This is an optimization exercise on Yosys and OpenROAD, whose aim is a short achievable clock period and few clock cycles, not a production implementation.
In this exercise RTL edits were held to simulation tests only and were not proved equivalent to the original.
Power figures rest on the tool's default switching activity, not on a simulated workload.

<file path="flow/run.sh">
#!/bin/bash
# Standard layout, with the timing repair aiming at a larger setup margin.
bash standard.sh SETUP_SLACK_MARGIN=5.35 > standard_flow.log 2>&1
</file>
<file path="standard.sh">
#!/bin/bash
# synth_recipe.tcl (not shown) runs the flow's synth.tcl, then flattens the netlist and writes it again
# the make line also repeats each setting of config.mk as NAME=value (left out here)
make -C /OpenROAD-flow-scripts/flow DESIGN_CONFIG=/design/flow/config.mk WORK_HOME=/design/flow/orfs CLKGATE_MAP_FILE= SYNTH_SCRIPT=/design/flow/synth_recipe.tcl "${@:-finish}"
</file>
<file path="config.mk">
export PLATFORM = sky130hd
export DESIGN_NAME = TinyMIPS
export DESIGN_NICKNAME = TinyMIPS
export VERILOG_FILES = /design/flow/design.v
export SDC_FILE = /design/flow/constraint.sdc
export NUM_CORES = 8
export LEC_CHECK = 0
export CAP_MARGIN = 20
export CORE_MARGIN = 2
export CORE_UTILIZATION = 50
export PLACE_DENSITY = 0.65
export SETUP_SLACK_MARGIN = 5
export SLEW_MARGIN = 20
export SYNTH_HIERARCHICAL = 1
</file>
<file path="constraint.sdc">
create_clock -name core_clock -period 8.0 [get_ports {clk}]
set_input_delay 1.6000 -clock core_clock [delete_from_list [all_inputs] [get_ports {clk}]]
set_output_delay 1.6000 -clock core_clock [all_outputs]
set_load 0.01 [all_outputs]
</file>
<file path="design.v">
module TinyMIPS(
    input  wire        clk,
    input  wire        rst,
    input  wire [15:0] data_fromRAM,
    output wire        wrEn,
    output wire [7:0]  addr_toRAM,
    output wire [15:0] data_toRAM
);
    reg  [7:0]  pA;         
    reg  [7:0]  pAi;        
    reg         pWEi;
    reg         pWE;
    reg  [15:0] pDO;
    reg         pF;         
    reg         pH;         
    reg  [15:0] pSD;
    reg  [7:0]  pPC;        
    reg  [7:0]  pNX;        
    reg         pBP;        
    assign addr_toRAM = pA;
    assign wrEn       = pWE;
    assign data_toRAM = pDO;
    reg         rV, rBP;    
    reg         rF;         
    reg  [7:0]  rPC, rPC1, rNX;
    reg         LAbb;
    reg         dropP;      
    reg  [7:0]  LApc, LApc1;
    reg  [5:0]  LAimm;
    reg  [7:0]  fpc;        
    reg         hF;         
    reg         halted;
    reg         bv;         
    reg  [7:0]  bpc, btg;
    reg  [7:0]  cv;
    reg  [4:0]  ctag [0:7];
    reg  [15:0] cdat [0:7];
    localparam QW = 52;
    reg  [QW-1:0] Q [0:3];
    reg  [3:0]  qh, qt, qn;
    wire        q_ne  = qn[0];
    wire        q_ge2 = qn[1];
    wire        q_ge3 = qn[2];
    wire        q_full = qn[3];
    reg  [15:0] RF [0:7];
    reg         ev;
    reg         e_wr;       
    reg         e_long;     
    reg  [7:0]  e_av, e_lv;          
    reg         e_srl, e_ld, e_st, e_br, e_beq, e_halt;
    reg  [15:0] eX, eY;
    reg         fxa, fya;   
    reg         fxc, fyc;   
    reg         fxm, fym;   
    reg         fxu, fyu;   
    reg  [5:0]  e_imm;
    reg  [7:0]  e_pc, e_pc1, e_pc2;
    reg         e_ptk, e_rb;     
    reg  [7:0]  e_pn;            
    reg         e_bk;            
    reg  [7:0]  e_alt, e_alt1;   
    reg  [7:0]  e_aoh, e_a1oh;   
    reg         bV, b_tk, b_ptk, b_sane, b_bk;
    reg  [7:0]  b_alt;           
    reg  [7:0]  b_pc, b_tgt, b_pc1, b_tgt1, b_pc2;
    reg         b_h0, b_h1;      
    reg  [15:0] b_w0, b_w1;
    reg  [15:0] Rres;       
    reg  [15:0] LR;         
    reg  [7:0]  s1_av, s1_lv;        
    reg         s1_ld;
    reg  [7:0]  s2_lv;               
    reg         s2_ld;
    reg  [7:0]  s3_lv;               
    reg  [7:0]  rselv, dselv, lselv, bxv;
    reg  [15:0] MR0, MR1, MR2, MR3, MR4, MR5;    
    reg  [15:0] SR;                              
    reg  [15:0] M0, M1;                          
    wire [15:0] Xa = fxa ? Rres : eX;
    wire [15:0] Ya = fya ? Rres : eY;
    wire [15:0] Xc = fxc ? Rres : eX;
    wire [15:0] Yc = fyc ? Rres : eY;
    wire [15:0] Xm = fxm ? Rres : eX;
    wire [15:0] Ym = fym ? Rres : eY;
    wire [15:0] Xu = fxu ? Rres : eX;
    wire [15:0] Yu = fyu ? Rres : eY;
    wire [15:0] sum;
    add16m u_sum (.a(Xa), .b(Ya), .s(sum));
    wire        c_eq, c_lt;
    cmp16m u_cmp (.a(Xc), .b(Yc), .eq(c_eq), .lt(c_lt));
    wire        taken = e_beq ? c_eq : c_lt;
    wire        misB  = bV & (~b_sane | (b_tk != b_ptk));
    wire [7:0]  redir  = b_tk ? b_tgt  : b_pc1;
    wire [7:0]  redir1 = b_tk ? b_tgt1 : b_pc2;
    wire        e_ok     = ev & ~misB;
    wire        e_halt_v = e_ok & e_halt;
    wire        e_mem    = e_ok & (e_ld | e_st);
    wire        sq       = misB | e_halt_v;
    wire [7:0]  maddr    = Xm[7:0] + {2'b00, e_imm};
    wire [7:0]  e_tgt, e_tgt1;
    add8m u_et0 (.a(e_pc),  .b({{2{e_imm[5]}}, e_imm}), .s(e_tgt));
    add8m u_et1 (.a(e_pc1), .b({{2{e_imm[5]}}, e_imm}), .s(e_tgt1));
    reg  [15:0] ew0, ew1;
    reg         eh0r, eh1r;
    integer j;
    always @* begin
        ew0 = 16'd0; ew1 = 16'd0; eh0r = 1'b0; eh1r = 1'b0;
        for (j = 0; j < 8; j = j + 1) begin
            ew0  = ew0  | (cdat[j] & {16{e_aoh[j]}});
            ew1  = ew1  | (cdat[j] & {16{e_a1oh[j]}});
            eh0r = eh0r | (e_aoh[j]  & cv[j] & (ctag[j] == e_alt[7:3]));
            eh1r = eh1r | (e_a1oh[j] & cv[j] & (ctag[j] == e_alt1[7:3]));
        end
    end
    wire        eh0 = eh0r & ~(pWEi & (pAi == e_alt));
    wire        eh1 = eh1r & ~(pWEi & (pAi == e_alt1));
    wire [15:0] r0, r1, r2, r3, r4, r5, shres, m0n, m1n;
    mul_e  u_mul_e  (.x(Xu), .y(Yu), .srl(e_srl), .r0(r0), .r1(r1), .r2(r2), .r3(r3),
                     .r4(r4), .r5(r5), .sh(shres));
    mul_e2 u_mul_e2 (.r0(MR0), .r1(MR1), .r2(MR2), .r3(MR3), .r4(MR4), .r5(MR5), .sh(SR),
                     .s(m0n), .c(m1n));
    wire [15:0] mres;
    add16m u_mres (.a(M0), .b(M1), .s(mres));
    wire [15:0] lres = s2_ld ? data_fromRAM : mres;
    wire [15:0] ri = data_fromRAM;
    wire        r_ok = rV & ~LAbb;
    wire        r_bb = r_ok & (ri[15:12] >= 4'd8) & (ri[15:12] <= 4'd10) & ri[5] & ~rBP;
    wire        p_ok = pF & pH & ~LAbb;
    wire        p_bb = p_ok & (pSD[15:12] >= 4'd8) & (pSD[15:12] <= 4'd10) & pSD[5] & ~pBP;
    wire        wr_p = p_ok & ~r_bb;                     
    wire [17:0] r_pd, p_pd;
    predec u_pr (.w(ri),  .pd(r_pd));
    predec u_pp (.w(pSD), .pd(p_pd));
    wire [QW-1:0] a_r = {ri,  rPC, rNX, r_pd, r_bb, rBP};
    wire [QW-1:0] a_p = {pSD, pPC, pNX, p_pd, p_bb, pBP};
    wire [QW-1:0] q0;
    wire [15:0] rx, ry;
    wire        issue, x0, y0;
    wire [7:0]  e_wv = e_av | e_lv;
    dstage #(.QW(QW)) u_d (
        .q0e(Q[0]), .q1e(Q[1]), .q2e(Q[2]), .q3e(Q[3]), .qh(qh), .q_ne(q_ne), .halted(halted),
        .rf({RF[7], RF[6], RF[5], RF[4], RF[3], RF[2], RF[1], RF[0]}),
        .rres(Rres), .lr(LR), .din(data_fromRAM),
        .rselv(rselv), .dselv(dselv), .lselv(lselv), .bxv(bxv),
        .ev(ev), .e_lv(e_lv), .e_wv(e_wv),
        .q0(q0), .rx(rx), .ry(ry), .issue(issue), .x0(x0), .y0(y0));
    wire [15:0] di   = q0[51:36];
    wire [7:0]  d_pc = q0[35:28];
    wire [7:0]  d_pn = q0[27:20];
    wire        d_rb = q0[1];
    wire        d_bp = q0[0];
    wire [3:0]  dop = di[15:12];
    wire [2:0]  da = di[11:9];
    wire        d_add  = (dop == 4'd0);
    wire        d_addi = (dop == 4'd1);
    wire        d_mul  = (dop == 4'd2);
    wire        d_srl  = (dop == 4'd3);
    wire        d_ld   = (dop == 4'd4);
    wire        d_st   = (dop == 4'd5);
    wire        d_cp   = (dop == 4'd6);
    wire        d_cpi  = (dop == 4'd7);
    wire        d_br   = (dop == 4'd8) | (dop == 4'd9) | (dop == 4'd10);
    wire        d_halt = (dop >= 4'd11);
    wire        needx = q0[3];
    wire        needy = q0[2];
    wire        d_wr  = d_add | d_addi | d_cp | d_cpi;
    wire        d_long = d_ld | d_mul | d_srl;
    wire        d_ptk = d_br & (d_rb | d_bp);
    wire [7:0]  d_pc1 = d_pc + 8'd1;
    wire [7:0]  d_pc2 = d_pc + 8'd2;
    wire [7:0]  d_tgt, d_tgt1;
    add8m u_dt0 (.a(d_pc),  .b({{2{di[5]}}, di[5:0]}), .s(d_tgt));
    add8m u_dt1 (.a(d_pc1), .b({{2{di[5]}}, di[5:0]}), .s(d_tgt1));
    wire [2:0]  d_t0 = d_pc[2:0]  + di[2:0];
    wire [2:0]  d_t1 = d_pc1[2:0] + di[2:0];
    wire [7:0]  n_w1 = e_ok ? e_wv : 8'd0;                   
    wire [7:0]  n_l1 = e_ok ? e_lv : 8'd0;                   
    wire [7:0]  n_l2 = s1_lv & ~(e_ok ? e_av : 8'd0);        
    wire        room  = ~(q_full | (q_ge3 & (rV | pF)) | (q_ge2 & rV & pF));
    wire [2:0]  fi    = fpc[2:0];
    wire        hitF  = hF & ~(pWEi & (pAi[2:0] == fi));
    wire        bhit  = bv & (bpc == fpc);
    wire [7:0]  fpc1  = fpc + 8'd1;
    wire [7:0]  fpred = bhit ? btg : fpc1;
    wire        hC = cv[fi] & (ctag[fi] == fpc[7:3]) & ~(rF & (rPC[2:0] == fi));
    wire        hA = cv[fpc1[2:0]] & (ctag[fpc1[2:0]] == fpc1[7:3]) & ~(rF & (rPC[2:0] == fpc1[2:0]));
    wire        hB = cv[btg[2:0]] & (ctag[btg[2:0]] == btg[7:3]) & ~(rF & (rPC[2:0] == btg[2:0]));
    wire [7:0]  LAtgt, la_tgt1;
    add8m u_lat  (.a(LApc),  .b({{2{LAimm[5]}}, LAimm}), .s(LAtgt));
    add8m u_lat1 (.a(LApc1), .b({{2{LAimm[5]}}, LAimm}), .s(la_tgt1));
    wire        bf2 = b_sane & b_h0 & b_h1;
    wire        bf1 = b_sane & b_h0 & ~b_h1;
    wire [7:0]  b_alt1 = b_alt + 8'd1;
    wire [7:0]  b_alt2 = b_alt + 8'd2;
    wire [7:0]  b_alt3 = b_alt + 8'd3;
    wire [7:0]  b_s  = bf2 ? b_alt2 : bf1 ? b_alt1 : redir;
    wire [7:0]  b_s1 = bf2 ? b_alt3 : bf1 ? b_alt2 : redir1;
    reg  [7:0]  nA, nNX, nfpc, nPC;
    reg         nF, nH, nBP, nhF;
    always @* begin
        nA = pAi; nNX = pNX; nfpc = fpc; nPC = pPC;
        nF = 1'b0; nH = 1'b0; nBP = 1'b0; nhF = hC & ~pWEi;
        if (misB) begin
            nA = b_s; nF = 1'b1; nPC = b_s; nNX = b_s1; nfpc = b_s1; nhF = 1'b0;
        end else if (e_halt_v | halted) begin
            nF = 1'b0;
        end else begin
            if (e_mem) nA = maddr;
            if (LAbb) begin
                nhF = 1'b0;
                if (room & ~e_mem) begin
                    nA = LAtgt; nF = 1'b1; nPC = LAtgt; nNX = la_tgt1; nfpc = la_tgt1;
                end else
                    nfpc = LAtgt;
            end else if (room & hitF) begin
                nF = 1'b1; nH = 1'b1; nPC = fpc; nNX = fpred; nfpc = fpred; nBP = bhit;
                nhF = (bhit ? hB : hA) & ~pWEi;
            end else if (room & ~e_mem) begin
                nA = fpc; nF = 1'b1; nPC = fpc; nNX = fpred; nfpc = fpred; nBP = bhit;
                nhF = (bhit ? hB : hA) & ~pWEi;
            end
        end
    end
    wire [17:0] b0_pd, b1_pd;
    predec u_pb0 (.w(b_w0), .pd(b0_pd));
    predec u_pb1 (.w(b_w1), .pd(b1_pd));
    wire [QW-1:0] a_b0 = {b_w0, b_alt,  b_alt1, b0_pd, 2'b00};
    wire [QW-1:0] a_b1 = {b_w1, b_alt1, b_alt2, b1_pd, 2'b00};
    wire        rsel = r_ok & ~misB;
    wire [QW-1:0] A0 = rsel ? a_r : (misB ? a_b0 : a_p);
    wire [QW-1:0] A1 = misB ? a_b1 : a_p;
    wire [1:0]  am  = misB ? {bf2, bf1} : e_halt_v ? 2'd0 :
                      {r_ok & p_ok, r_ok ^ p_ok};
    wire        drop = dropP & ~sq;                      
    wire [3:0]  nqh = sq ? qt : issue ? {qh[2:0], qh[3]} : qh;
    wire [3:0]  nqt = drop ? {qt[0], qt[3:1]} :
                      am[1] ? {qt[1:0], qt[3:2]} : am[0] ? {qt[2:0], qt[3]} : qt;
    wire [3:0]  qn1 = sq ? 4'd0 : issue ? {1'b0, qn[3:1]} : qn;
    wire [3:0]  nqn = drop ? {1'b0, qn1[3:1]} :
                      am[1] ? {qn1[1:0], 2'b11} : am[0] ? {qn1[2:0], 1'b1} : qn1;
    wire [3:0]  qt1 = {qt[2:0], qt[3]};
    always @(posedge clk) begin
        if (rst) begin
            pA  <= 8'd0;
            pWE <= 1'b0;
        end else begin
            pA  <= nA;
            pWE <= e_mem & e_st;
        end
        pDO <= Ym;
    end
    always @(posedge clk or posedge rst) begin
        if (rst) begin
            pAi  <= 8'd0;
            pWEi <= 1'b0;
        end else begin
            pAi  <= nA;
            pWEi <= e_mem & e_st;
        end
    end
    integer i, r;
    always @(posedge clk) begin
        if (rst) begin
            pF <= 1'b1; pH <= 1'b0; pPC <= 8'd0; pNX <= 8'd1; pBP <= 1'b0;
            rV <= 1'b0; rF <= 1'b0; LAbb <= 1'b0; dropP <= 1'b0;
            fpc <= 8'd1; hF <= 1'b0; halted <= 1'b0; bv <= 1'b0;
            cv <= 8'd0;
            qh <= 4'd1; qt <= 4'd1; qn <= 4'd0;
            ev <= 1'b0; bV <= 1'b0;
            s1_av <= 8'd0; s1_lv <= 8'd0; s2_lv <= 8'd0; s3_lv <= 8'd0;
            rselv <= 8'd0; dselv <= 8'd0; lselv <= 8'd0; bxv <= 8'd0;
        end else begin
            pF <= nF; pH <= nH; pPC <= nPC; pNX <= nNX; pBP <= nBP;
            fpc <= nfpc; hF <= nhF;
            qh <= nqh; qt <= nqt; qn <= nqn;
            rV <= pF & ~pH & ~sq & ~LAbb;
            rF <= pF & ~pH;
            LAbb <= (r_bb | (wr_p & p_bb)) & ~sq;
            dropP <= r_bb & p_ok & ~sq;
            if (rF) cv[rPC[2:0]] <= 1'b1;
            if (pWEi) cv[pAi[2:0]] <= 1'b0;
            ev <= issue & ~sq;
            bV <= e_ok & ~e_halt;
            if (e_halt_v) halted <= 1'b1;
            if (bV & b_tk & b_bk) bv <= 1'b1;
            s1_av <= e_ok ? e_av : 8'd0;
            s1_lv <= e_ok ? e_lv : 8'd0;
            s2_lv <= s1_lv & ~(e_ok ? e_av : 8'd0);
            s3_lv <= s2_lv;
            rselv <= n_w1;
            dselv <= ~n_w1 & (s1_ld ? n_l2 : 8'd0);
            lselv <= ~n_w1 & ~n_l2 & s2_lv;
            bxv   <= n_l1 | (~n_w1 & (s1_ld ? 8'd0 : n_l2));
        end
    end
    always @(posedge clk) begin
        pSD <= cdat[fi];
        rPC <= pPC;
        rPC1 <= pPC + 8'd1;
        rNX <= pNX;
        rBP <= pBP;
        if (rF) begin
            cdat[rPC[2:0]] <= data_fromRAM;
            ctag[rPC[2:0]] <= rPC[7:3];
        end
        if (r_bb) begin
            LApc <= rPC; LApc1 <= rPC1; LAimm <= ri[5:0];
        end else begin
            LApc <= pPC; LApc1 <= pPC + 8'd1; LAimm <= pSD[5:0];
        end
        if (bV & b_tk & b_bk) begin
            bpc <= b_pc; btg <= b_tgt;
        end
        for (i = 0; i < 4; i = i + 1) begin
            if ((misB | ~q_full) & qt[i])
                Q[i] <= A0;
            else if ((misB | ~q_ge3) & qt1[i])
                Q[i] <= A1;
        end
        e_wr   <= d_wr;
        e_long <= d_long;
        e_av   <= d_wr   ? (8'd1 << da) : 8'd0;
        e_lv   <= d_long ? (8'd1 << da) : 8'd0;
        e_srl  <= d_srl;
        e_ld   <= d_ld;
        e_st   <= d_st;
        e_br   <= d_br;
        e_beq  <= (dop == 4'd8);
        e_halt <= d_halt;
        eX     <= d_cpi ? {7'd0, di[8:0]} : rx;
        eY     <= d_addi ? {{10{di[5]}}, di[5:0]} : (d_cp | d_cpi) ? 16'd0 : ry;
        fxa    <= needx & x0 & d_wr;
        fya    <= needy & y0 & d_wr;
        fxc    <= needx & x0 & d_br;
        fyc    <= needy & y0 & d_br;
        fxm    <= needx & x0 & (d_ld | d_st);
        fym    <= needy & y0 & d_st;
        fxu    <= needx & x0 & (d_mul | d_srl);
        fyu    <= needy & y0 & (d_mul | d_srl);
        e_imm  <= di[5:0];
        e_bk   <= di[5];
        e_pc   <= d_pc;
        e_pc1  <= d_pc1;
        e_pc2  <= d_pc2;
        e_ptk  <= d_ptk;
        e_rb   <= d_rb;
        e_pn   <= d_pn;
        e_alt  <= d_ptk ? d_pc1 : d_tgt;
        e_alt1 <= d_ptk ? d_pc2 : d_tgt1;
        e_aoh  <= 8'd1 << (d_ptk ? d_pc1[2:0] : d_t0);
        e_a1oh <= 8'd1 << (d_ptk ? d_pc2[2:0] : d_t1);
        b_tk   <= e_br & taken;
        b_ptk  <= e_ptk;
        b_alt  <= e_alt;
        b_sane <= e_rb | (e_ptk ? (e_pn == e_tgt) : (e_pn == e_pc1));
        b_bk   <= e_br & e_bk;
        b_pc   <= e_pc;
        b_tgt  <= e_tgt;
        b_pc1  <= e_pc1;
        b_tgt1 <= e_tgt1;
        b_pc2  <= e_pc2;
        b_h0   <= eh0;
        b_h1   <= eh1;
        b_w0   <= ew0;
        b_w1   <= ew1;
        Rres <= sum;
        s1_ld <= e_ld;
        s2_ld <= s1_ld;
        MR0 <= r0; MR1 <= r1; MR2 <= r2; MR3 <= r3; MR4 <= r4; MR5 <= r5;
        SR  <= shres;
        M0  <= m0n; M1 <= m1n;
        LR <= lres;
        for (r = 0; r < 8; r = r + 1) begin
            if (s3_lv[r]) RF[r] <= LR;
            if (s1_av[r]) RF[r] <= Rres;
        end
    end
endmodule
module add16m(input wire [15:0] a, input wire [15:0] b, output wire [15:0] s);
    reg [15:0] g, p;
    integer i, k;
    always @* begin
        g = a & b;
        p = a ^ b;
        for (k = 1; k < 16; k = k * 2)
            for (i = 15; i >= k; i = i - 1) begin
                g[i] = g[i] | (p[i] & g[i-k]);
                p[i] = p[i] & p[i-k];
            end
    end
    assign s = (a ^ b) ^ {g[14:0], 1'b0};
endmodule
module cmp16m(input wire [15:0] a, input wire [15:0] b, output wire eq, output wire lt);
    reg [15:0] g, p;
    integer i, k;
    always @* begin
        g = ~a & b;
        p = ~(a ^ b);
        for (k = 1; k < 16; k = k * 2)
            for (i = 15; i >= k; i = i - 1) begin
                g[i] = g[i] | (p[i] & g[i-k]);
                p[i] = p[i] & p[i-k];
            end
    end
    assign lt = g[15];
    assign eq = (a == b);
endmodule
module mul_e(input wire [15:0] x, input wire [15:0] y, input wire srl,
             output wire [15:0] r0, output wire [15:0] r1, output wire [15:0] r2,
             output wire [15:0] r3, output wire [15:0] r4, output wire [15:0] r5,
             output wire [15:0] sh);
    wire [16:0] yb = {y, 1'b0};
    wire [15:0] pp [0:7];
    wire [15:0] pk;
    genvar g;
    generate
        for (g = 0; g < 8; g = g + 1) begin : booth
            wire one = ~srl & (yb[2*g+1] ^ yb[2*g]);
            wire two = ~srl & ((yb[2*g+2] & ~yb[2*g+1] & ~yb[2*g]) | (~yb[2*g+2] & yb[2*g+1] & yb[2*g]));
            wire neg = ~srl & yb[2*g+2];
            wire [15:0] m  = two ? {x[14:0], 1'b0} : one ? x : 16'd0;
            wire [15:0] mm = neg ? ~m : m;
            assign pp[g] = mm << (2*g);
            assign pk[2*g]   = neg;
            assign pk[2*g+1] = 1'b0;
        end
    endgenerate
    assign r0 = pp[0] ^ pp[1] ^ pp[2];
    assign r1 = ((pp[0] & pp[1]) | (pp[0] & pp[2]) | (pp[1] & pp[2])) << 1;
    assign r2 = pp[3] ^ pp[4] ^ pp[5];
    assign r3 = ((pp[3] & pp[4]) | (pp[3] & pp[5]) | (pp[4] & pp[5])) << 1;
    assign r4 = pp[6] ^ pp[7] ^ pk;
    assign r5 = ((pp[6] & pp[7]) | (pp[6] & pk) | (pp[7] & pk)) << 1;
    wire        zero = (|y[15:6]) | y[4];
    wire [15:0] shr = x >> y[3:0];
    wire [15:0] shl = x << y[3:0];
    assign sh = (srl & ~zero) ? (y[5] ? shl : shr) : 16'd0;
endmodule
module mul_e2(input wire [15:0] r0, input wire [15:0] r1, input wire [15:0] r2,
              input wire [15:0] r3, input wire [15:0] r4, input wire [15:0] r5,
              input wire [15:0] sh, output wire [15:0] s, output wire [15:0] c);
    wire [15:0] a0 = r0 ^ r1 ^ r2;
    wire [15:0] b0 = ((r0 & r1) | (r0 & r2) | (r1 & r2)) << 1;
    wire [15:0] a1 = r3 ^ r4 ^ r5;
    wire [15:0] b1 = ((r3 & r4) | (r3 & r5) | (r4 & r5)) << 1;
    wire [15:0] a2 = a0 ^ b0 ^ a1;
    wire [15:0] b2 = ((a0 & b0) | (a0 & a1) | (b0 & a1)) << 1;
    assign s = (a2 ^ b2 ^ b1) | sh;
    assign c = ((a2 & b2) | (a2 & b1) | (b2 & b1)) << 1;
endmodule
module add8m(input wire [7:0] a, input wire [7:0] b, output wire [7:0] s);
    reg [7:0] g, p;
    integer i, k;
    always @* begin
        g = a & b;
        p = a ^ b;
        for (k = 1; k < 8; k = k * 2)
            for (i = 7; i >= k; i = i - 1) begin
                g[i] = g[i] | (p[i] & g[i-k]);
                p[i] = p[i] & p[i-k];
            end
    end
    assign s = (a ^ b) ^ {g[6:0], 1'b0};
endmodule
module predec(input wire [15:0] w, output wire [17:0] pd);
    wire [3:0] op = w[15:12];
    wire [7:0] fa = 8'd1 << w[11:9];
    wire [7:0] fb = 8'd1 << w[8:6];
    wire [7:0] fc = 8'd1 << w[5:3];
    wire       ab = (op == 4'd8) | (op == 4'd9);
    wire       ya = (op == 4'd5) | (op == 4'd10);
    wire       br = ab | (op == 4'd10);
    wire [7:0] xoh = ab ? fa : fb;
    wire [7:0] yoh = ya ? fa : ab ? fb : fc;
    wire       nx = (op != 4'd7) & (op <= 4'd10);
    wire       ny = (op == 4'd0) | (op == 4'd2) | (op == 4'd3) | (op == 4'd5) | br;
    assign pd = {xoh, yoh, nx, ny};
endmodule
module dstage #(parameter QW = 52) (
    input  wire [QW-1:0] q0e, q1e, q2e, q3e,
    input  wire [3:0]    qh,
    input  wire          q_ne, halted,
    input  wire [127:0]  rf,
    input  wire [15:0]   rres, lr, din,
    input  wire [7:0]    rselv, dselv, lselv, bxv,
    input  wire          ev,
    input  wire [7:0]    e_lv, e_wv,
    output wire [QW-1:0] q0,
    output wire [15:0]   rx, ry,
    output wire          issue, x0, y0);
    assign q0 = ({QW{qh[0]}} & q0e) | ({QW{qh[1]}} & q1e) |
                ({QW{qh[2]}} & q2e) | ({QW{qh[3]}} & q3e);
    wire [7:0]  xs = q0[19:12];      
    wire [7:0]  ys = q0[11:4];
    wire        needx = q0[3];
    wire        needy = q0[2];
    wire [7:0]  w0   = ev ? e_wv : 8'd0;
    wire [7:0]  busy = ev ? (e_lv | (~e_wv & bxv)) : bxv;
    wire        xstall = needx & |(busy & xs);
    wire        ystall = needy & |(busy & ys);
    assign issue = q_ne & ~xstall & ~ystall & ~halted;
    assign x0 = |(xs & w0);
    assign y0 = |(ys & w0);
    reg  [15:0] rfx, rfy;
    integer r;
    always @* begin
        rfx = 16'd0; rfy = 16'd0;
        for (r = 0; r < 8; r = r + 1) begin
            rfx = rfx | (rf[16*r +: 16] & {16{xs[r]}});
            rfy = rfy | (rf[16*r +: 16] & {16{ys[r]}});
        end
    end
    wire        xr = |(xs & rselv);
    wire        yr = |(ys & rselv);
    wire        xd = |(xs & dselv);
    wire        yd = |(ys & dselv);
    wire        xl = |(xs & lselv);
    wire        yl = |(ys & lselv);
    wire [15:0] rx1 = xr ? rres : xl ? lr : rfx;
    wire [15:0] ry1 = yr ? rres : yl ? lr : rfy;
    assign rx = xd ? din : rx1;
    assign ry = yd ? din : ry1;
endmodule
</file>
==> flow_summary.json, run 1 <==
{
  "ir_drop_uv": 310,
  "start_util": 0.503,
  "required_ps": 8680,
  "routed_wl_um": 229000,
  "die_y_um": 359,
  "path_cells": "buf_12 > buf_16 > a22oi_2 > nand2_4 > ha_4 > xor2_4 > ha_4 > nor2b_4 > o31a_1 > or4b_1 > nand3_1 > nand2_1 > nand2_2",
  "cts_buffers": 119,
  "grt_pass1_wl_um": 326000,
  "synth_area_leaders": "edfxtp_1 (25%), dfxtp_1 (19%), mux2_2 (5.6%), a22oi_1 (4.9%), mux2i_1 (4.3%)",
  "hp-class": "reg2reg",
  "clkLatencyLatePin_ps": 760,
  "crit_fanout": 16,
  "yosys_most_used_dff": "dfxtp_1",
  "ys_seq_area_frac": 0.445,
  "antenna_found_initial": 15,
  "drv_cap": 0,
  "grt_usage": 0.336,
  "critPathArrivalTime_ps": 3630,
  "holdWs_ps": 319,
  "path_clk_slew_ps": 70,
  "postCtsHoldBufs": 0,
  "first_pass_iters": 6,
  "grt_overflow_total": 0,
  "power_density_nw_per_um2": 526,
  "total_power_mw": 38.5,
  "cts_sinks": 1139,
  "worst_path_most_repeated_cell": "ha_4",
  "finalWorstSetupSlack_ps": 5060,
  "p_leak_nw": 27.5,
  "place.gp.congestion": 0.933,
  "h-tree-depth": 3,
  "drc_errors": 0,
  "vias": 52300,
  "end_kind": "flop",
  "tns_ps": 0,
  "fp.dieW_um": 359,
  "min_period_over_period": 0.368,
  "max_slew_margin": 0.166,
  "area_growth_pct": 16.1,
  "status": "no timing/DRC/antenna violations",
  "synth_top_area_frac": 0.248,
  "critical_path.slowest_cell": "or4b_1",
  "die_area_um2": 129000,
  "portBuffers": 42,
  "synth-seq-cells": 1139,
  "rows": 130,
  "layout-drive-gt1-share": 0.229,
  "n_fill_cell": 10300,
  "core_um2": 125000,
  "hold_violations": 0,
  "io_pins": 43,
  "period_needed_ps": 2940,
  "finalNetCount": 6347,
  "synth_top_cell_by_area": "edfxtp_1",
  "clk_path_buf_depth": 3,
  "synthArstFlopShare": 0.00790,
  "grt_max_degree": 76,
  "hpwlAfterDp_um": 139000,
  "dr.first_iter.drc_count": 8590,
  "setup_viol": 0,
  "worst_slew_pin_slew_ps": 1250,
  "synthDistinctLibCells": 110,
  "rsz0062_at_grt": "yes",
  "path_delay_family": "simple AND/OR/NAND/NOR gates",
  "slew_violations": 0,
  "pre_cts_ws_ps": 3460,
  "syn-cell-area_um2": 63000,
  "path_buf_inv": 2,
  "first_global_vias": 48700,
  "max_stage_delay_ps": 500,
  "ant_nets": 0,
  "via_per_inst": 6.63,
  "synthCells": 6130,
  "avgSynthCellArea_um2": 10.3,
  "max_freq_mhz": 340,
  "critPathKind": "reg2reg",
  "wl_per_cell_um": 29.1,
  "cts-root-buf": "clkbuf_16",
  "synth_edf_count": 520,
  "cts_tree": "yes",
  "yosysWarnings": 16,
  "skew_ps": 28.4,
  "cp-start-kind": "flop"
}
[modules after synthesis, one instance, submodules excluded, excerpt]
module    flip-flops and latches  area (um2)  times used  cells inside
TinyMIPS                    1139       46100           1          3826
add16m                         0         694           2            91
cmp16m                         0         392           1            57
mul_e2                         0        1410           1            94
add8m                          0         324           6            42
predec                         0         556           4            73
mul_e                          0        5480           1           834
[layout make-up]
cell class | instances | area, um2 | area share
Antenna cell | 4 | 10.0 | 0.000137
Clock buffer | 162 | 3420 | 0.0467
Clock inverter | 66 | 626 | 0.00855
Inverter | 124 | 513 | 0.00701
Multi-Input combinational cell | 4377 | 34100 | 0.466
Sequential cell | 1139 | 28200 | 0.385
Tap cell | 1650 | 2060 | 0.0282
Timing Repair Buffer | 362 | 4230 | 0.0578
Timing Repair inverter | 2 | 12.5 | 0.000171
[cells in the mapped netlist, drive strengths merged (60+ instances only)]
library cell / instances
a211oi: 60
a21oi: 311
a22oi: 419
a31oi: 73
buf: 253
clkbuf: 286
dfxtp: 610
edfxtp: 520
fa: 85
ha: 119
inv: 118
mux2: 318
mux2i: 269
mux4: 85
nand2: 614
nand3: 101
nand4: 110
nor2: 500
o21ai: 248
xnor2: 154
xor2: 135
[cells in the final DEF, fill, tap and decap left out, types with 29 or more instances in the layout]
cell type / Yosys / layout
nand2_1: 613 / 571
dfxtp_1: 610 / 549
edfxtp_1: 520 / 520
nor2_1: 500 / 475
a22oi_1: 409 / 391
a21oi_1: 308 / 299
mux2_2: 314 / 295
mux2i_1: 269 / 232
o21ai_0: 241 / 224
buf_4: 75 / 199
xnor2_1: 153 / 143
clkbuf_16: 0 / 138
xor2_1: 135 / 133
nand4_1: 108 / 108
inv_1: 113 / 106
ha_1: 119 / 105
nand3_1: 100 / 98
mux4_2: 83 / 83
fa_1: 85 / 77
nor3_1: 59 / 51
buf_6: 27 / 48
nor3b_1: 47 / 47
buf_12: 0 / 43
nand3b_1: 42 / 42
nor2b_1: 43 / 41
a211oi_1: 56 / 41
a31oi_1: 69 / 41
conb_1: 2 / 40
and3_1: 37 / 37
dfxtp_2: 0 / 35
o211ai_1: 33 / 33
nand2b_1: 34 / 30
o22ai_1: 31 / 29
[report_power, final]
part | internal (mW) | switching, mW | leakage [nW] | total [mW]
registers | 8.54 | 2.42 | 10.2 | 11.0
clock network | 3.26 | 2.49 | 1.99 | 5.76
logic | 9.01 | 12.7 | 15.4 | 21.8
total | 20.8 | 17.7 | 27.5 | 38.5
[path summary, 6_finish.rpt]
kind | from | slack [ps] | cells past startpoint | end
worst max-delay path | qh[1]$_SDFFE_PP0P_ | 5060 | 13 | e_alt1[6]$_DFF_P_
worst min-delay path | e_pc2[7]$_DFF_P_ | 320 | 0 | b_pc2[7]$_DFF_P_
worst max register to register | qh[1]$_SDFFE_PP0P_ | 5060 | 13 | e_alt1[6]$_DFF_P_
worst min register to register | e_pc2[7]$_DFF_P_ | 320 | 0 | b_pc2[7]$_DFF_P_
max in group asynchronous | rst | 6340 | 3 | pAi[1]$_DFF_PP0_
min in group asynchronous | rst | 1290 | 3 | pWEi$_DFF_PP0_
[what timing repair did]
item                                    4_1_cts  5_1_grt
cloned                                       26       16
endpoints found under the setup margin      737      486
gates resized for setup                     524      268
buffers inserted                            130       77
pin swaps                                    66      102
[metrics by stage]
stage | util | cell area, um2 | cells
3_5_place_dp | 0.511 | 64100 | 7404
3_3_place_gp | 0.511 | 64100 | 7404
4_1_cts | 0.567 | 71200 | 7788
5_1_grt | 0.584 | 73200 | 7882
6_report | 0.584 | 73200 | 7886
2_1_floorplan | - | 63600 | 6168
[kinds of logic after synthesis]
kind of cell / synth area share
adder cells (fa/ha/maj): 0.0530
flip-flops: 0.445
other: 0.000119
AO/OA/AOI/OAI: 0.153
AND/OR/NAND/NOR: 0.128
multiplexers: 0.130
buffers and inverters: 0.0491
XOR/XNOR: 0.0410
[state kept, by name, indices dropped and copies added (netlist names), 40 cells and up, named ones only]
signal and cells:
RF 128, ctag 40, cdat 128, Q 208
[metal layers]
metal,up-vias,global-route usage,routed length [um]
met2,3721,0.482,96200
met3,617,0.0848,30700
li1,22500,-,-
met1,25500,0.479,91700
met4,16,0.143,10700
met5,-,0.000740,124
Testbench counts, summed over its fixed seeds: cycles 116,542.
==> inputs of run 2 (changes only) <==
==> flow/run.sh (replaced) <==
#!/bin/bash
# Standard layout, with the timing repair aiming at a larger setup margin.
bash standard.sh SETUP_SLACK_MARGIN=5.3 > standard_flow.log 2>&1
==> run 2 against run 1 <==
Register-to-register slack improved by 30 ps. Clock-buffer cell count rose by 8. Still clean. Worst hold slack improved by 7.0 ps.
==> flow_summary.json, run 2 <==
{
  "cts_buffers": 117,
  "postCtsHoldBufs": 0,
  "min_from": "e_pc2[6]$_DFF_P_",
  "grt_pass1_wl_um": 329000,
  "ys_seq_area_frac": 0.445,
  "portBuffers": 42,
  "max_freq_mhz": 343,
  "p_leak_nw": 27.8,
  "synth_edf_count": 520,
  "min_period_over_period": 0.365,
  "clkLatencyLatePin_ps": 760,
  "drv_cap": 0,
  "synth_top_area_frac": 0.248,
  "hold_violations": 0,
  "ir_drop_uv": 442,
  "avgSynthCellArea_um2": 10.3,
  "via_per_inst": 6.64,
  "critPathArrivalTime_ps": 3510,
  "slew_violations": 0,
  "synthDistinctLibCells": 110,
  "startpoint": "qh[2]$_SDFFE_PP0P_",
  "skew_ps": 27.3,
  "fp.dieW_um": 359,
  "synth-seq-cells": 1139,
  "grt_max_degree": 79,
  "r2r_start": "qh[2]$_SDFFE_PP0P_",
  "required_ps": 8590,
  "cts-root-buf": "clkbuf_16",
  "core_um2": 125000,
  "yosysMostFrequentCell": "nand2_1",
  "synth_commonest_cells": "nand2_1 (613), dfxtp_1 (610), edfxtp_1 (520)",
  "hp-class": "reg2reg",
  "synthArstFlopShare": 0.00790,
  "max_stage_delay_ps": 410,
  "io_pins": 43,
  "finalWorstSetupSlack_ps": 5080,
  "end_kind": "flop",
  "cts_sinks": 1139,
  "area_growth_pct": 17.3,
  "instances_no_fill": 7887,
  "dr.first_iter.drc_count": 8580,
  "hpwlAfterDp_um": 139000,
  "first_global_vias": 48500,
  "critical_path.slowest_cell": "dfxtp_4",
  "critPathKind": "reg2reg",
  "vias": 52400,
  "syn-cell-area_um2": 63000,
  "p_sw_mw": 17.7,
  "worst_slew_pin_slew_ps": 1240,
  "first_pass_iters": 10,
  "clk_path_buf_depth": 3,
  "synthCells": 6130,
  "grt_overflow_total": 0,
  "layout-drive-gt1-share": 0.233,
  "pre_cts_ws_ps": 3460,
  "ant_nets": 0,
  "status": "no timing/DRC/antenna violations",
  "final_cell_mix": "nand2_1 (567), dfxtp_1 (552), edfxtp_1 (520)",
  "drc_errors": 0,
  "power_frac_comb": 0.568,
  "largest_reg_flops": 208,
  "synth_area_leaders": "edfxtp_1 (25%), dfxtp_1 (19%), mux2_2 (5.6%), a22oi_1 (4.9%), mux2i_1 (4.3%)",
  "cts_tree": "yes",
  "antenna_found_initial": 4,
  "grt_usage": 0.342,
  "p_seq_frac": 0.283,
  "cp-start-kind": "flop",
  "period_needed_ps": 2920,
  "rows": 130,
  "swShare": 0.454,
  "routed_wl_um": 232000,
  "die_y_um": 359,
  "final_common_cell": "nand2_1",
  "max_slew_margin": 0.171,
  "finalNetCount": 6348,
  "place_inst": 7398,
  "path_cells": "buf_12 > buf_16 > a22oi_2 > nand2_2 > buf_12 > a22oi_2 > nand4_1 > a221oi_2 > buf_4 > mux2i_1 > nor2_2 > a221oi_2 > a211oi_1",
  "wl_per_cell_um": 29.4,
  "yosys_most_used_dff": "dfxtp_1",
  "largest-register": "Q",
  "rsz0062_at_grt": "yes",
  "place.gp.congestion": 0.956,
  "p_int_mw": 21.3,
  "h-tree-depth": 3,
  "start_util": 0.503,
  "die_area_um2": 129000,
  "crit_fanout": 7,
  "synth_top_cell_by_area": "edfxtp_1",
  "clockPowerShare": 0.149,
  "tns_ps": 0,
  "setup_viol": 0,
  "path_clk_slew_ps": 70,
  "yosysWarnings": 16,
  "power_density_nw_per_um2": 528
}
[run 2: cell counts after synthesis]
No cell type changed its count.
[run 2: Yosys stat by module (local to each module, per instance), excerpt]
module    copies in the design  flops+latches
mul_e2                       1              0
TinyMIPS                     1           1139
predec                       4              0
cmp16m                       1              0
mul_e                        1              0
add8m                        6              0
add16m                       2              0
[run 2: repair_timing]
action | in CTS | in global routing
cloned | 50 | 13
buffers inserted | 124 | 72
gates resized for setup | 584 | 257
setup endpoints to repair | 730 | 304
pin swaps | 68 | 69
[run 2: worst paths after layout]
| path | to | slack, ps | cells after the start |
|---|---|---|---|
| max in group asynchronous | pAi[2]$_DFF_PP0_ | 6300 | 3 |
| max reg2reg | qn[2]$_SDFF_PP0_ | 5080 | 13 |
| max | qn[2]$_SDFF_PP0_ | 5080 | 13 |
| min in group asynchronous | pAi[7]$_DFF_PP0_ | 1390 | 3 |
| min | b_pc2[6]$_DFF_P_ | 330 | 0 |
| min reg2reg | b_pc2[6]$_DFF_P_ | 330 | 0 |
[run 2: logic make-up after synthesis]
logic type / synth area share
buf+inv: 0.0491
fa+ha+maj: 0.0530
flops: 0.445
mux: 0.130
simple gates: 0.128
other cells: 0.000119
compound gates: 0.153
xor+xnor: 0.0410
[run 2: area by class of cell]
| type | instances | area (um2) |
|---|---|---|
| fill | 10100 | 51400 |
| tap | 1650 | 2060 |
| clock inverter | 53 | 541 |
| antenna | 7 | 17.5 |
| inverter | 124 | 514 |
| sequential | 1139 | 28200 |
| multi-input combinational | 4383 | 34400 |
| timing repair inverter | 1 | 7.51 |
| clock buffer | 170 | 3550 |
| timing repair buffer | 360 | 4720 |
[run 2: power groups by stage]
stage	clock (mW)	sequential (mW)	combinational (mW)
2_1_floorplan	0	9.41	13.5
3_3_place_gp	0	10.9	17.5
3_5_place_dp	0	10.9	17.8
4_1_cts	5.82	10.9	20.3
5_1_grt	6.05	11.2	23.5
6_report	5.81	11.1	22.2
[run 2: stage by stage]
stage	instance area [um2]	hold slack, ps	utilization	power (mW)
3_3_place_gp	64000	311	0.510	28.4
2_1_floorplan	63600	310	-	23.0
6_report	74000	326	0.590	39.0
3_5_place_dp	64000	312	0.510	28.7
4_1_cts	72000	326	0.574	36.9
5_1_grt	73900	335	0.590	40.7
[run 2: routing by layer]
layer	wire length, um	vias up	track usage
li1	-	22500	-
met3	30400	695	0.0785
met5	13	-	0
met2	97300	3768	0.495
met4	12500	2	0.159
met1	91300	25400	0.485
[run 2: critical path, delay by kind of cell, from the launching register on]
kind,cells,cell delay [ps]
AOI/OAI and AO/OA,5,1030
buffers and inverters,4,680
DFF,1,410
muxes,1,230
and+or+nand+nor,3,380
==> inputs of run 3 (changes only) <==
==> flow/run.sh (replaced) <==
#!/bin/bash
# Standard layout, with the timing repair aiming at a larger setup margin.
bash standard.sh SETUP_SLACK_MARGIN=5.25 > standard_flow.log 2>&1
==> run 3 against run 2 <==
Area after synthesis unchanged. First-iteration DRC count shrank 1.9%. Combinational power fell by 4%. Setup slack improved by 40 ps. Core utilization down 0.88 points. Worst hold slack about the same. Largest cell class unchanged.
==> flow_summary.json, run 3 <==
{
  "io_pins": 43,
  "drc_errors": 0,
  "yosys_most_used_dff": "dfxtp_1",
  "max_freq_mhz": 348,
  "clockPowerShare": 0.151,
  "hpwlAfterDp_um": 140000,
  "hold_violations": 0,
  "p_leak_nw": 27.4,
  "path_clk_slew_ps": 60,
  "place.gp.congestion": 0.974,
  "synthDistinctLibCells": 110,
  "first_pass_iters": 9,
  "critPathKind": "reg2out",
  "max_slew_margin": 0.148,
  "synth-seq-cells": 1139,
  "multiInputGateArea_um2": 33900,
  "ir_drop_uv": 373,
  "cts_sinks": 1139,
  "grt_usage": 0.329,
  "clkLatencyLatePin_ps": 770,
  "rsz0062_at_grt": "yes",
  "path_cells": "buf_6",
  "yosysMostFrequentCell": "nand2_1",
  "swShare": 0.456,
  "vias": 51800,
  "start_util": 0.503,
  "critical_path.slowest_cell": "dfxtp_4",
  "hp-class": "reg2reg",
  "wl_per_cell_um": 29.0,
  "min_period_over_period": 0.359,
  "drv_cap": 0,
  "status": "no timing/DRC/antenna violations",
  "cts_buffers": 117,
  "worst_slew_pin_slew_ps": 1280,
  "min_path_cells": 0,
  "postCtsHoldBufs": 0,
  "p_sw_mw": 17.4,
  "p_int_mw": 20.7,
  "synthArstFlopShare": 0.00790,
  "die_y_um": 359,
  "core_um2": 125000,
  "synth_area_leaders": "edfxtp_1 (25%), dfxtp_1 (19%), mux2_2 (5.6%), a22oi_1 (4.9%), mux2i_1 (4.3%)",
  "avgSynthCellArea_um2": 10.3,
  "synth_edf_count": 520,
  "via_per_inst": 6.61,
  "final_area_um2": 72900,
  "yosysWarnings": 16,
  "grt_overflow_total": 0,
  "clk_path_buf_depth": 3,
  "synth_top_cell_by_area": "edfxtp_1",
  "crit_fanout": 1,
  "end_kind": "output port",
  "required_ps": 6400,
  "synth_top_area_frac": 0.248,
  "slew_violations": 0,
  "area_growth_pct": 15.6,
  "largest-register": "Q",
  "cp-start-kind": "flop",
  "period_needed_ps": 2880,
  "grt_pass1_wl_um": 320000,
  "path_buf_inv": 1,
  "portBuffers": 42,
  "setup_viol": 0,
  "synth_commonest_cells": "nand2_1 (613), dfxtp_1 (610), edfxtp_1 (520)",
  "cts_tree": "yes",
  "critPathArrivalTime_ps": 1280,
  "max_stage_delay_ps": 400,
  "place_area_um2": 64100,
  "routed_wl_um": 228000,
  "p_seq_frac": 0.290,
  "h-tree-depth": 3,
  "path_delay_family": "flip-flops",
  "regArea_um2": 28200,
  "die_area_um2": 129000,
  "power_density_nw_per_um2": 524,
  "ant_nets": 0,
  "largest_reg_flops": 208,
  "n_fill_cell": 10200,
  "antenna_found_initial": 12,
  "fp.dieW_um": 359,
  "skew_ps": 43.8,
  "finalWorstSetupSlack_ps": 5120,
  "rr_worst_depth": 12,
  "cts-root-buf": "clkbuf_16",
  "cp.depth": 1,
  "ys_seq_area_frac": 0.445,
  "rows": 130,
  "layout-drive-gt1-share": 0.219,
  "final_cell_mix": "nand2_1 (568), dfxtp_1 (556), edfxtp_1 (520)",
  "dr.first_iter.drc_count": 8417,
  "final_common_cell": "nand2_1",
  "utilization": 0.581,
  "finalNetCount": 6300,
  "synthCells": 6130,
  "first_global_vias": 47700,
  "syn-cell-area_um2": 63000,
  "grt_max_degree": 77,
  "pre_cts_ws_ps": 3420,
  "power_frac_comb": 0.559,
  "tns_ps": 0
}
[run 3: cell types whose count changed in the layout (fill, tap and decap cells not counted), sizes merged, moves of 5 or more]
cell           before  now
buf               316  273
clkbuf            183  199
bufbuf             26   15
clkdlybuf4s15       5    0
dlymetal6s2s        0    5
[run 3: power by group through the flow]
stage | clock network, mW | registers, mW | logic, mW
final | 5.77 | 11.1 | 21.3
after global routing | 6.02 | 11.2 | 22.6
after CTS | 5.80 | 10.8 | 19.3
after detailed placement | 0 | 11.0 | 17.8
after global placement | 0 | 10.9 | 17.6
after floorplan | 0 | 9.42 | 13.5
[run 3: worst paths after layout]
path	startpoint	endpoint	slack, ps
hold reg to reg	e_pc2[5]$_DFF_P_	b_pc2[5]$_DFF_P_	330
setup reg to reg	qh[0]$_SDFFE_PP1P_	e_alt1[6]$_DFF_P_	5160
setup / recovery	pDO[12]$_DFF_P_	data_toRAM[12]	5120
max in group asynchronous	rst	pAi[1]$_DFF_PP0_	6240
hold / removal	e_pc2[5]$_DFF_P_	b_pc2[5]$_DFF_P_	330
min in group asynchronous	rst	pWEi$_DFF_PP0_	1260
[run 3: area by class of cell]
class | count | share of cell area
diodes | 4 | 0.000137
inverters | 124 | 0.00694
clock inverters | 48 | 0.00644
clock buffers | 175 | 0.0501
repair inverters | 1 | 0.0000687
well taps | 1650 | 0.0283
multi-input cells | 4375 | 0.465
repair buffers | 320 | 0.0561
flip-flops and latches | 1139 | 0.387
[run 3: per-module statistics from Yosys, one instance, submodules excluded, excerpt]
| module | flip-flops and latches | cell area (um2) | cells |
|---|---|---|---|
| TinyMIPS | 1139 | 46100 | 3826 |
| mul_e | 0 | 5480 | 834 |
| mul_e2 | 0 | 1410 | 94 |
| add16m | 0 | 694 | 91 |
| predec | 0 | 556 | 73 |
| cmp16m | 0 | 392 | 57 |
| add8m | 0 | 324 | 42 |
[run 3: kinds of logic after synthesis]
logic type,count (synthesis),synth area share
buffers and inverters,663,0.0491
AO/OA/AOI/OAI,1421,0.153
other,2,0.000119
flip-flops,1139,0.445
adder cells (fa/ha/maj),219,0.0530
AND/OR/NAND/NOR,1723,0.128
multiplexers,672,0.130
XOR/XNOR,291,0.0410
[run 3: worst reg2reg max path, stage by stage, from the launching register on]
cell       delay [ps]
dfxtp_4           410
clkbuf_16         200
a22oi_2           240
nand2_4           200
buf_4             210
xor2_4            200
ha_4              250
nor2b_4           130
o31a_1            270
or4b_1            470
nand3_1           100
nand2_1            50
nand2_1            60
[run 3: through the flow]
step	hold slack (ps)	instances	power [mW]
after floorplan	310	6168	22.9
after global placement	311	7409	28.5
after detailed placement	312	7409	28.8
after CTS	326	7732	35.9
after global routing	340	7832	39.8
final	326	7836	38.1
[run 3: repair_timing]
item / in CTS / in global routing
gates resized for setup: 461 / 253
endpoints found under the hold margin: 0 / 0
cloned: 21 / 24
pin swaps: 37 / 61
setup endpoints to repair: 727 / 353
setup buffers: 79 / 75
[run 3: routing by layer]
metal,global-route usage,up-vias,routed length (um)
li1,-,22400,-
met1,0.470,25200,91200
met2,0.475,3618,95200
met3,0.0840,622,30800
met4,0.133,8,10300
met5,0.00296,-,57
==> inputs of run 4 (changes only) <==
--- a/config.mk
+++ b/config.mk
@@ -9,4 +9,4 @@
 export CORE_MARGIN = 2
-export CORE_UTILIZATION = 50
-export PLACE_DENSITY = 0.65
+export CORE_UTILIZATION = 58
+export PLACE_DENSITY = 0.72
 export SETUP_SLACK_MARGIN = 5
==> run 4 against run 3 <==
Still clean on timing, DRC and antenna. Die area down 14%. Clock-buffer cell count down 13. First-iteration DRC count increased by 8.7%. Sequential cell count is the same. Critical endpoint is now Q[2][43]$_DFFE_PP_. Largest power group unchanged.
==> flow_summary.json, run 4 <==
{
  "h-tree-depth": 3,
  "end_kind": "flop",
  "clkLatencyLatePin_ps": 740,
  "instances_no_fill": 7566,
  "syn-cell-area_um2": 63000,
  "routed_wl_um": 219000,
  "max_slew_margin": 0.149,
  "synthDistinctLibCells": 110,
  "place_inst": 7161,
  "cts_tree": "yes",
  "regArea_um2": 28200,
  "core_um2": 108000,
  "min_from": "e_pc2[4]$_DFF_P_",
  "yosysMostFrequentCell": "nand2_1",
  "die_area_um2": 111000,
  "drc_errors": 0,
  "die_y_um": 334,
  "ir_drop_uv": 261,
  "crit_fanout": 44,
  "hp-class": "reg2reg",
  "min_period_over_period": 0.350,
  "cp-start-kind": "flop",
  "synth_edf_count": 520,
  "fp.dieW_um": 334,
  "finalNetCount": 6277,
  "place_area_um2": 63700,
  "clk_path_buf_depth": 3,
  "dr.first_iter.drc_count": 9149,
  "drv_cap": 0,
  "min_path_cells": 0,
  "power_density_nw_per_um2": 520,
  "slew_violations": 0,
  "ys_seq_area_frac": 0.445,
  "wl_per_cell_um": 29.0,
  "r2r_end": "Q[2][43]$_DFFE_PP_",
  "critPathArrivalTime_ps": 3340,
  "status": "no timing/DRC/antenna violations",
  "path_clk_slew_ps": 70,
  "synthCells": 6130,
  "start_util": 0.586,
  "rows": 120,
  "required_ps": 8540,
  "synth_top_cell_by_area": "edfxtp_1",
  "portBuffers": 42,
  "layout-drive-gt1-share": 0.210,
  "place.gp.congestion": 0.985,
  "yosys_most_used_dff": "dfxtp_1",
  "p_leak_nw": 27.0,
  "reg2reg_slack_ps": 5200,
  "final_cell_mix": "nand2_1 (576), dfxtp_1 (558), edfxtp_1 (520)",
  "synth_commonest_cells": "nand2_1 (613), dfxtp_1 (610), edfxtp_1 (520)",
  "n_fill_cell": 7921,
  "multiInputGateArea_um2": 33700,
  "hold_violations": 0,
  "area_growth_pct": 13.7,
  "vias": 52100,
  "final_common_cell": "nand2_1",
  "io_pins": 43,
  "synthArstFlopShare": 0.00790,
  "postCtsHoldBufs": 0,
  "first_pass_iters": 9,
  "cts-root-buf": "clkbuf_16",
  "synth-seq-cells": 1139,
  "grt_overflow_total": 0,
  "grt_pass1_wl_um": 311000,
  "largest-register": "Q",
  "final_area_um2": 71700,
  "setup_viol": 0,
  "max_freq_mhz": 357,
  "period_needed_ps": 2800,
  "synth_top_area_frac": 0.248,
  "worst_slew_pin_slew_ps": 1270,
  "grt_usage": 0.372,
  "critPathKind": "reg2reg",
  "synth_area_leaders": "edfxtp_1 (25%), dfxtp_1 (19%), mux2_2 (5.6%), a22oi_1 (4.9%), mux2i_1 (4.3%)",
  "cts_buffers": 116,
  "yosysWarnings": 16,
  "grt_max_degree": 90,
  "rsz0062_at_grt": "yes",
  "utilization": 0.667,
  "hpwlAfterDp_um": 136000,
  "largest_reg_flops": 208,
  "tns_ps": 0,
  "skew_ps": 40.4,
  "rr_worst_depth": 8,
  "avgSynthCellArea_um2": 10.3,
  "antenna_found_initial": 16,
  "first_global_vias": 47800,
  "r2r_start": "b_tk$_DFF_P_",
  "via_per_inst": 6.89,
  "cts_sinks": 1139,
  "hold_path_end": "b_pc2[4]$_DFF_P_",
  "ant_nets": 0
}
## run 4: changes by cell type in the layout (fill, tap and decap cells not counted), moves of 9 or more
cell       before  now
mux2i_2        11   24
a22oi_2        50   39
mux2i_1       245  234
a22oi_1       369  380
buf_12         61   46
clkbuf_16     144  135
## run 4: cells by family (layout without fill, tap and decap cells)
group,after synthesis,after routing,synth area share
muxes,672,679,0.130
other,2,46,0.000119
xor gates and xnor gates,291,291,0.0410
buffers and inverters,663,637,0.0491
AOI/OAI and AO/OA,1421,1425,0.153
and+or+nand+nor,1723,1727,0.128
DFF,1139,1139,0.445
adders and majority gates,219,219,0.0530
## run 4: layout make-up
cell class              instances  share of cell area
inverters                     124             0.00702
clock inverters                58             0.00799
repair buffers                293              0.0488
flip-flops and latches       1139               0.393
diodes                          6            0.000209
well taps                    1403              0.0245
multi-input cells            4381               0.471
clock buffers                 162              0.0479
## run 4: where the power goes
part	total, mW	internal, mW	leakage, nW	switching, mW
clock network	5.68	3.27	1.98	2.41
logic	20.6	8.40	14.9	12.2
registers	11.0	8.53	10.2	2.45
## run 4: worst max path at each step
stage | depth (start not counted) | from | to
after floorplan | 9 | data_fromRAM[14] | Q[0][7]$_DFFE_PP_
after global placement | 8 | data_fromRAM[14] | Q[1][11]$_DFFE_PP_
after detailed placement | 8 | data_fromRAM[14] | Q[0][7]$_DFFE_PP_
after CTS | 13 | qh[3]$_SDFFE_PP0P_ | e_alt1[6]$_DFF_P_
after global routing | 13 | qh[1]$_SDFFE_PP0P_ | e_alt1[7]$_DFF_P_
final | 8 | b_tk$_DFF_P_ | Q[2][43]$_DFFE_PP_
## run 4: repair_timing
item | CTS | global route
pin swaps | 29 | 48
setup endpoints to repair | 736 | 233
setup buffers | 68 | 67
gates cloned | 24 | 19
gates resized for setup | 421 | 206
## run 4: worst max-delay path: stages (launching register included)
cell and delay (ps):
dfxtp_4 460, xnor2_4 400, a21o_4 240, buf_12 120
buf_6 440, nor2_1 150, a31oi_2 450, nor2_1 140
a21oi_1 190
## run 4: routing by layer
layer / global-route usage / vias up / part of all wire
li1: - / 22300 / -
met1: 0.531 / 25200 / 0.39
met2: 0.529 / 3963 / 0.42
met3: 0.110 / 684 / 0.15
met4: 0.149 / 8 / 0.048
met5: 0 / - / 0.00024
## run 4: per-module statistics from Yosys (local to each module, per instance), a selection
module | area (um2) | cells
add8m | 324 | 42
add16m | 694 | 91
TinyMIPS | 46100 | 3826
mul_e2 | 1410 | 94
mul_e | 5480 | 834
predec | 556 | 73
cmp16m | 392 | 57
## run 4: metrics by stage
step | setup WS (ps) | hold WS, ps | power [mW]
2_1_floorplan | 4730 | 310 | 22.9
3_3_place_gp | 3420 | 313 | 28.0
3_5_place_dp | 3340 | 313 | 28.5
4_1_cts | 5190 | 326 | 35.2
5_1_grt | 5070 | 327 | 38.9
6_report | 5200 | 322 | 37.3
==> inputs of run 5 (changes only) <==
==> flow/run.sh (replaced) <==
#!/bin/bash
# Standard layout, with the timing repair aiming at a larger setup margin.
bash standard.sh SETUP_SLACK_MARGIN=5.2 > standard_flow.log 2>&1
==> run 5 against run 4 <==
Area after synthesis unchanged. Critical path type unchanged. Sequential power about the same. Via count down 1.3%. Register-to-register slack worse by 30 ps. Sequential share of layout area up 0.63 points. Design area down 1.7%. Routed wire length down 2.4%. Sequential cell count unchanged. Critical endpoint is now e_alt1[6]$_DFF_P_.
==> flow_summary.json, run 5 <==
{
  "status": "no timing/DRC/antenna violations",
  "grt_max_degree": 89,
  "min_path_cells": 0,
  "max_freq_mhz": 353,
  "synthDistinctLibCells": 110,
  "final_cell_mix": "nand2_1 (587), dfxtp_1 (569), edfxtp_1 (520)",
  "holdWs_ps": 326,
  "dr.first_iter.drc_count": 9050,
  "min_from": "e_pc2[3]$_DFF_P_",
  "fp.dieW_um": 334,
  "skew_ps": 47.9,
  "hold_path_end": "b_pc2[3]$_DFF_P_",
  "worst_slew_pin_slew_ps": 1230,
  "place.gp.congestion": 0.971,
  "vias": 51500,
  "rows": 120,
  "power_density_nw_per_um2": 515,
  "max_slew_margin": 0.179,
  "p_leak_nw": 26.6,
  "die_y_um": 334,
  "crit_fanout": 4,
  "drv_cap": 0,
  "avgSynthCellArea_um2": 10.3,
  "synth-seq-cells": 1139,
  "largest-register": "Q",
  "ir_drop_uv": 294,
  "synthCells": 6130,
  "cts_tree": "yes",
  "synth_commonest_cells": "nand2_1 (613), dfxtp_1 (610), edfxtp_1 (520)",
  "yosys_most_used_dff": "dfxtp_1",
  "synth_edf_count": 520,
  "grt_pass1_wl_um": 308000,
  "cp-start-kind": "flop",
  "slew_violations": 0,
  "total_power_mw": 36.3,
  "critPathKind": "reg2reg",
  "ant_nets": 0,
  "h-tree-depth": 3,
  "largest_reg_flops": 208,
  "yosysMostFrequentCell": "nand2_1",
  "portBuffers": 42,
  "area_growth_pct": 11.8,
  "wl_per_cell_um": 28.5,
  "hpwlAfterDp_um": 137000,
  "ys_seq_area_frac": 0.445,
  "rr_worst_depth": 13,
  "synth_area_leaders": "edfxtp_1 (25%), dfxtp_1 (19%), mux2_2 (5.6%), a22oi_1 (4.9%), mux2i_1 (4.3%)",
  "yosysWarnings": 16,
  "place_inst": 7152,
  "required_ps": 8690,
  "critPathArrivalTime_ps": 3520,
  "drc_errors": 0,
  "setup_viol": 0,
  "final_common_cell": "nand2_1",
  "finalNetCount": 6225,
  "min_period_over_period": 0.354,
  "n_fill_cell": 8224,
  "first_global_vias": 47200,
  "io_pins": 43,
  "grt_overflow_total": 0,
  "r2r_start": "qh[2]$_SDFFE_PP0P_",
  "antenna_found_initial": 13,
  "clk_path_buf_depth": 3,
  "synth_top_cell_by_area": "edfxtp_1",
  "grt_usage": 0.367,
  "end_kind": "flop",
  "cts_sinks": 1139,
  "via_per_inst": 6.85,
  "instances_no_fill": 7513,
  "rsz0062_at_grt": "yes",
  "hp-class": "reg2reg",
  "syn-cell-area_um2": 63000,
  "r2r_end": "e_alt1[6]$_DFF_P_",
  "cts-root-buf": "clkbuf_16",
  "path_clk_slew_ps": 60,
  "hold_violations": 0,
  "synth_top_area_frac": 0.248,
  "start_util": 0.586,
  "reg2reg_slack_ps": 5170,
  "core_um2": 108000,
  "cts_buffers": 117,
  "die_area_um2": 111000,
  "routed_wl_um": 214000,
  "clkLatencyLatePin_ps": 750,
  "period_needed_ps": 2830,
  "first_pass_iters": 7,
  "layout-drive-gt1-share": 0.189,
  "tns_ps": 0,
  "synthArstFlopShare": 0.00790
}
## run 5: worst max-delay path by stage
stage                     cells after the start                from  slack [ps]                 end
after floorplan                               9    data_fromRAM[14]        4730   Q[0][7]$_DFFE_PP_
after global placement                        8    data_fromRAM[12]        3590   Q[1][8]$_DFFE_PP_
after detailed placement                      8    data_fromRAM[12]        3510   Q[3][9]$_DFFE_PP_
after CTS                                     8       b_ptk$_DFF_P_        5190  Q[1][20]$_DFFE_PP_
after global routing                         12  qh[1]$_SDFFE_PP0P_        5120    qn[2]$_SDFF_PP0_
final                                        13  qh[2]$_SDFFE_PP0P_        5170   e_alt1[6]$_DFF_P_
## run 5: logic make-up after synthesis
kind of cell / synth area share
AOI/OAI and AO/OA: 0.153
muxes: 0.130
xor gates and xnor gates: 0.0410
adders and majority gates: 0.0530
other: 0.000119
buffers and inverters: 0.0491
DFF: 0.445
and+or+nand+nor: 0.128
## run 5: per-stage QoR
step | utilization | worst slack, ps | cell area (um2)
after floorplan | - | 4730 | 63500
after global placement | 0.592 | 3590 | 63700
after detailed placement | 0.592 | 3510 | 63700
after CTS | 0.644 | 5190 | 69200
after global routing | 0.656 | 5120 | 70500
final | 0.656 | 5170 | 70500
## run 5: timing repair
action	in CTS	in global routing
hold buffers	0	0
endpoints found under the setup margin	566	330
pin swaps	23	30
gates resized for setup	359	168
cloned	14	10
setup buffers	59	52
## run 5: layer usage
layer  vias up  global-route usage  routed length [um]
met5         -                   0                  85
li1      22200                   -                   -
met2      3789               0.530               90100
met1     24900               0.537               85500
met4        12               0.131                8290
met3       576              0.0877               29900
## run 5: area by class of cell
type,instances,area (um2),area share
Clock buffer,164,3360,0.0477
Clock inverter,60,657,0.00932
Sequential cell,1139,28100,0.399
Antenna cell,2,5.00,0.0000710
Multi-Input combinational cell,4377,33300,0.472
Inverter,124,492,0.00697
Tap cell,1403,1760,0.0249
Timing Repair Buffer,244,2780,0.0394
## run 5: where the power goes
| part | leakage, nW | internal (mW) | total, mW | switching (mW) |
|---|---|---|---|---|
| Clock | 2.00 | 3.27 | 5.70 | 2.43 |
| Sequential | 10.2 | 8.52 | 10.9 | 2.41 |
| Combinational | 14.5 | 7.90 | 19.7 | 11.8 |
## run 5: critical path, cell delays in order, from the launching register on
cell and delay, ps:
dfxtp_4 390, buf_4 170, buf_4 130, a22oi_2 190, nand2_4 150, ha_4 220
xor2_4 200, ha_4 240, nor2b_4 120, o31a_1 260, or4b_1 490, nand3_1 100
nand2_1 50, nand2_1 70
## run 5: modules after synthesis, one instance, submodules excluded, excerpt
module    cell area [um2]  times used  cells  flip-flops and latches
TinyMIPS            46100           1   3826                    1139
mul_e2               1410           1     94                       0
add16m                694           2     91                       0
predec                556           4     73                       0
cmp16m                392           1     57                       0
mul_e                5480           1    834                       0
add8m                 324           6     42                       0

==> what the ideal ports hide <==
In the flow no input, the clock included, has a driving cell. The finished layouts below were timed again as built, in two steps.
Step 1 sets driving cells, clkbuf_16 on the clock port and buf_2 on the other inputs (assumed; they add their load-dependent delay and slew).
Step 2 moves the port delays by t, midway between the first and last clock arrival at a register: inputs arrive t later, outputs are due t later. That takes back most of the time a late clock gives input paths.
a / b / c = ideal / step 1 / step 2; a / b = the first two.
run	shift t [ns]	setup slack, ns	clock arrival spread, ns	worst slew at a driven data input, ns	cell pins on the clock port's net
run 1	0.828	5.055 / 5.055 / 4.460	0.032 / 0.032	0.07	1
run 2	0.824	5.084 / 5.068 / 4.478	0.031 / 0.031	0.07	1
run 3	0.831	5.124 / 5.042 / 4.439	0.048 / 0.047	0.08	1
run 4	0.798	5.197 / 5.126 / 4.483	0.041 / 0.042	0.06	1
run 5	0.798	5.168 / 5.151 / 4.423	0.048 / 0.049	0.06	1
After both steps every run listed still meets setup and hold. The setup slack of run 5, which loses most, moves by -0.017 ns with the drivers and by -0.745 ns with both steps.
